This is an optimization exercise on Yosys and OpenROAD, whose aim is small area and a short achievable clock period, not a production implementation. The RTL was checked by simulation tests, not by an equivalence proof against the original design. The clock port is modelled as an ideal driver; clocking choices that lean on that would not hold on a real chip.

==> flow/design.v <==
module SPI_RAM (din, dout ,rx_valid, tx_valid , clk, rst_n);
parameter MEM_DEPTH=256;
parameter ADDR_SIZE=8;
input clk, rst_n, rx_valid;
input [9:0] din;
output  reg tx_valid;
output reg [ADDR_SIZE-1:0] dout;
reg [2:0] ra_j;     
reg [3:0] ra_hi;    
reg [7:0] ra_lo;    
reg [7:0] rdbuf;    
reg       pend;     
reg [2:0] ph;       
reg       slot;     
reg       land;     
reg [7:0] tapreg;   
wire       cmd  = rst_n & rx_valid;
wire [7:0] s6 [0:31];
reg  [7:0] grp [0:3];
reg  [7:0] tap6;
genvar g;
generate
  for (g = 0; g < 32; g = g + 1) begin : rg
    reg [63:0] s;
    wire we = land & ra_hi[g / 8] & ra_lo[g % 8];
    always @(posedge clk)
      s <= {s[55:0], we ? rdbuf : s[63:56]};
    assign s6[g] = s[55:48];
  end
endgenerate
integer h, l;
always @(*) begin
  for (h = 0; h < 4; h = h + 1) begin
    grp[h] = 8'd0;
    for (l = 0; l < 8; l = l + 1)
      grp[h] = grp[h] | ({8{ra_lo[l]}} & s6[h*8 + l]);
  end
  tap6 = 8'd0;
  for (h = 0; h < 4; h = h + 1)
    tap6 = tap6 | ({8{ra_hi[h]}} & grp[h]);
end
always @(posedge clk) begin
  ph     <= ph + 3'd1;
  slot   <= (ph + 3'd1) == ra_j;
  tapreg <= tap6;
end
always @(posedge clk) begin
  if (cmd && ~din[8]) begin
    ra_j  <= din[2:0];
    ra_hi <= 4'b1 << din[7:6];
    ra_lo <= 8'b1 << din[5:3];
  end
end
wire      wr_cmd  = cmd && din[9:8] == 2'b01;
wire      pend_nx = wr_cmd | (pend & ~slot);
always @(posedge clk)
  land <= pend_nx & ((ph + 3'd1) == ra_j);
always @(posedge clk) begin
  if (wr_cmd) begin
    rdbuf <= din[7:0];
    pend  <= 1'b1;
  end
  else if (slot) begin
    if (pend)
      pend <= 1'b0;
    else
      rdbuf <= tapreg;
  end
end
always @(posedge clk or negedge rst_n) begin
	if (~rst_n) begin
		dout<=0;
		tx_valid<=0;
	end
	else if (rx_valid) begin
		if (din[9:8] == 2'b11) begin
		    dout<= rdbuf;
		    tx_valid<=1;
		end
	end
end
endmodule
module SPI_SLAVE (MOSI,MISO,SS_n,clk,rst_n,rx_data,rx_valid, tx_data, tx_valid);
input MOSI,SS_n,clk,rst_n,tx_valid;
input [7:0] tx_data;
output reg MISO;
output reg rx_valid;
output reg [9:0] rx_data; 
localparam [2:0] IDLE=3'd0, CHK_CMD=3'd1, WRITE=3'd2, READ_ADD=3'd3, READ_DATA=3'd4;
reg [2:0] cs,ns;
reg rd_flag;  
reg [3:0] state_countout;
reg[2:0] MISO_CountOut;  
wire counter_enable;  
wire counter_done;  
reg MISO_CountEn; 
wire MISO_CountDone;
always@(posedge clk or negedge rst_n) begin
  if(~rst_n) begin
    cs<= IDLE;
  end
  else begin
    cs<=ns;
  end
end  
always@(*) begin
  case(cs)
  IDLE: begin 
    if(~SS_n) 
      ns=CHK_CMD;
    else 
      ns=IDLE;
  end
  CHK_CMD:
    if(~SS_n) begin
      if(MOSI && ~rd_flag) begin
         ns=READ_ADD;
        end
        else if(MOSI && rd_flag) begin
         ns=READ_DATA;
        end
        else begin
         ns=WRITE;
        end
    end
    else begin
      ns=IDLE;
    end
  READ_DATA:
    if(SS_n) begin
      ns=IDLE;
    end
    else begin
      ns=READ_DATA;
    end
  READ_ADD:
    if(SS_n) begin
      ns=IDLE;
    end
    else begin
      ns=READ_ADD;
    end
  WRITE:
     if(SS_n) begin
      ns=IDLE;
    end
    else begin
      ns=WRITE;
    end
default:begin 
  ns=IDLE;
end
    endcase
end
always@ (posedge clk or negedge  rst_n) begin
  if(!rst_n) begin
    rd_flag<=0;
  end
  else begin
    if(cs!=IDLE) begin
      if(cs==READ_ADD && counter_done) begin
        rd_flag<=1;
      end
    end
  end
end
always@ (posedge clk) begin
  if(cs==IDLE) begin
    MISO<=0; 
    rx_data<=0;
  end
  else begin
  if(counter_enable) begin
    rx_data<={MOSI,rx_data[9:1]};
  end
  if(MISO_CountEn) begin
    MISO<= tx_data[MISO_CountOut];
  end
end
end
always@(posedge clk or negedge rst_n) begin
  if(~rst_n) begin
    state_countout<=0;
    MISO_CountOut<=7;  
    MISO_CountEn<=0;
  end
  else begin
    if(cs==IDLE)begin
      state_countout<=0;
      MISO_CountOut<=7;
      MISO_CountEn<=0;
    end
    else if(counter_enable) begin
      state_countout<=state_countout+1;
    end
    if(counter_done) begin
      state_countout<=0;
      MISO_CountOut<=7;  
    end
    if(counter_done&&cs==READ_DATA)begin
    MISO_CountEn<=1;
    end
    if(MISO_CountEn) begin
      MISO_CountOut<=MISO_CountOut-1;
    end
    if (MISO_CountDone) begin
      MISO_CountOut<=7;
      MISO_CountEn<=0;
    end
  end  
end
assign counter_enable=(cs != IDLE && cs!=CHK_CMD && ~counter_done && ~MISO_CountEn)?1:0;
assign counter_done = (state_countout==4'b1010)?1:0;
assign MISO_CountDone = (MISO_CountOut== 0)?1:0;
always @(posedge clk ) begin
  if(counter_done)begin
    rx_valid<=1;
  end
  else begin
    rx_valid<=0;
  end
end
endmodule
module SPI_Wrapper(MISO, MOSI, SS_n, rst_n, clk);
input MOSI, SS_n, clk, rst_n;
output MISO;
wire [9:0] rxdata;
wire [7:0] txdata;
wire rx_valid,tx_valid;
SPI_RAM #(256,8) R (rxdata, txdata, rx_valid, tx_valid , clk, rst_n);
SPI_SLAVE  S (MOSI,MISO,SS_n,clk,rst_n,rxdata,rx_valid, txdata, tx_valid);
endmodule
Settings: LEC_CHECK=0, ABC_AREA=1, CAP_MARGIN=20, CORE_MARGIN=2, CORE_UTILIZATION=75, CTS_BUF_LIST=sky130_fd_sc_hd__clkbuf_16, CTS_CLUSTER_DIAMETER=70, CTS_CLUSTER_SIZE=28, SETUP_SLACK_MARGIN=2.3, SLEW_MARGIN=20; clock period 4.0 ns.
standard.sh (not shown) runs the stock make flow with config.mk's settings and CLKGATE_MAP_FILE= SYNTH_SCRIPT=/design/flow/synth_recipe.tcl, a recipe that flattens the netlist after the stock synthesis.
==> flow/flow/run.sh <==
#!/bin/bash
# The standard layout, with one change after CTS: the levels of the clock
# tree between the clock port and CTS's leaf buffers are replaced by four
# buf_16 buffers that the port drives directly, and the leaf buffers become
# buf_12 (flow/ctsfix.tcl).
set -euo pipefail
WORK=$(pwd)
R=$WORK/orfs/results/$FLOW_PLATFORM/SPI_Wrapper/base

# 1. standard synthesis, floorplan, placement and CTS
bash standard.sh cts > "$WORK/std_to_cts.log" 2>&1

# 2. rebuild the top of the clock tree
cp "$R/4_cts.odb" "$WORK/4_cts_standard.odb"
FLOW_HOME="$FLOW_HOME" FLOW_PLATFORM="$FLOW_PLATFORM" \
  IN_ODB="$WORK/4_cts_standard.odb" IN_SDC="$R/4_cts.sdc" OUT_ODB="$WORK/4_cts_fixed.odb" \
  NROOT=4 CLK_PORT=clk ROOT_CELL=sky130_fd_sc_hd__buf_16 LEAF_CELL=sky130_fd_sc_hd__buf_12 \
  openroad -no_init -exit "$WORK/flow/ctsfix.tcl" > "$WORK/ctsfix.log" 2>&1
cp "$WORK/4_cts_fixed.odb" "$R/4_cts.odb"
touch "$R/4_cts.odb" "$R/4_cts.sdc"

# 3. the rest of the standard layout
bash standard.sh > "$WORK/std_route_finish.log" 2>&1
Other scripts of this flow, unchanged in this note and not shown: flow/flow/ctsfix.tcl
The starting point completed without violations.
Change:
--- a/flow/config.mk
+++ b/flow/config.mk
@@ -11 +11 @@
-export CORE_UTILIZATION = 75
+export CORE_UTILIZATION = 80
@@ -15 +15 @@
-export SETUP_SLACK_MARGIN = 2.3
+export SETUP_SLACK_MARGIN = 2.35
This time the run died in clock tree synthesis (4_1_cts).
Synthesized cell count stays the same.
Synthesized area is unchanged.

what the ideal ports hide:
The flow's constraints put no driver on any port. The routed layout listed below was extracted and timed again, unchanged, in two steps.
Step 1: set_driving_cell puts a clkbuf_16 on clk and a buf_2 on each other input, an assumption about the parent block.
Step 2, shift: input delay + t, output delay - t, t = (earliest + latest rising clock arrival at the registers) / 2. This alone moves slack from input paths to output paths.
Three values: ideal ports, drivers, drivers and shift; two values: the first two.
run: the first run
shift t [ns]: 0.619
setup slack, ns: 2.267 / 2.118 / 1.880
cell pins on the clock port's net: 4
After both steps the first run still meets setup and hold. The setup slack of the first run moves by -0.149 ns with the drivers and by -0.387 ns with both steps.
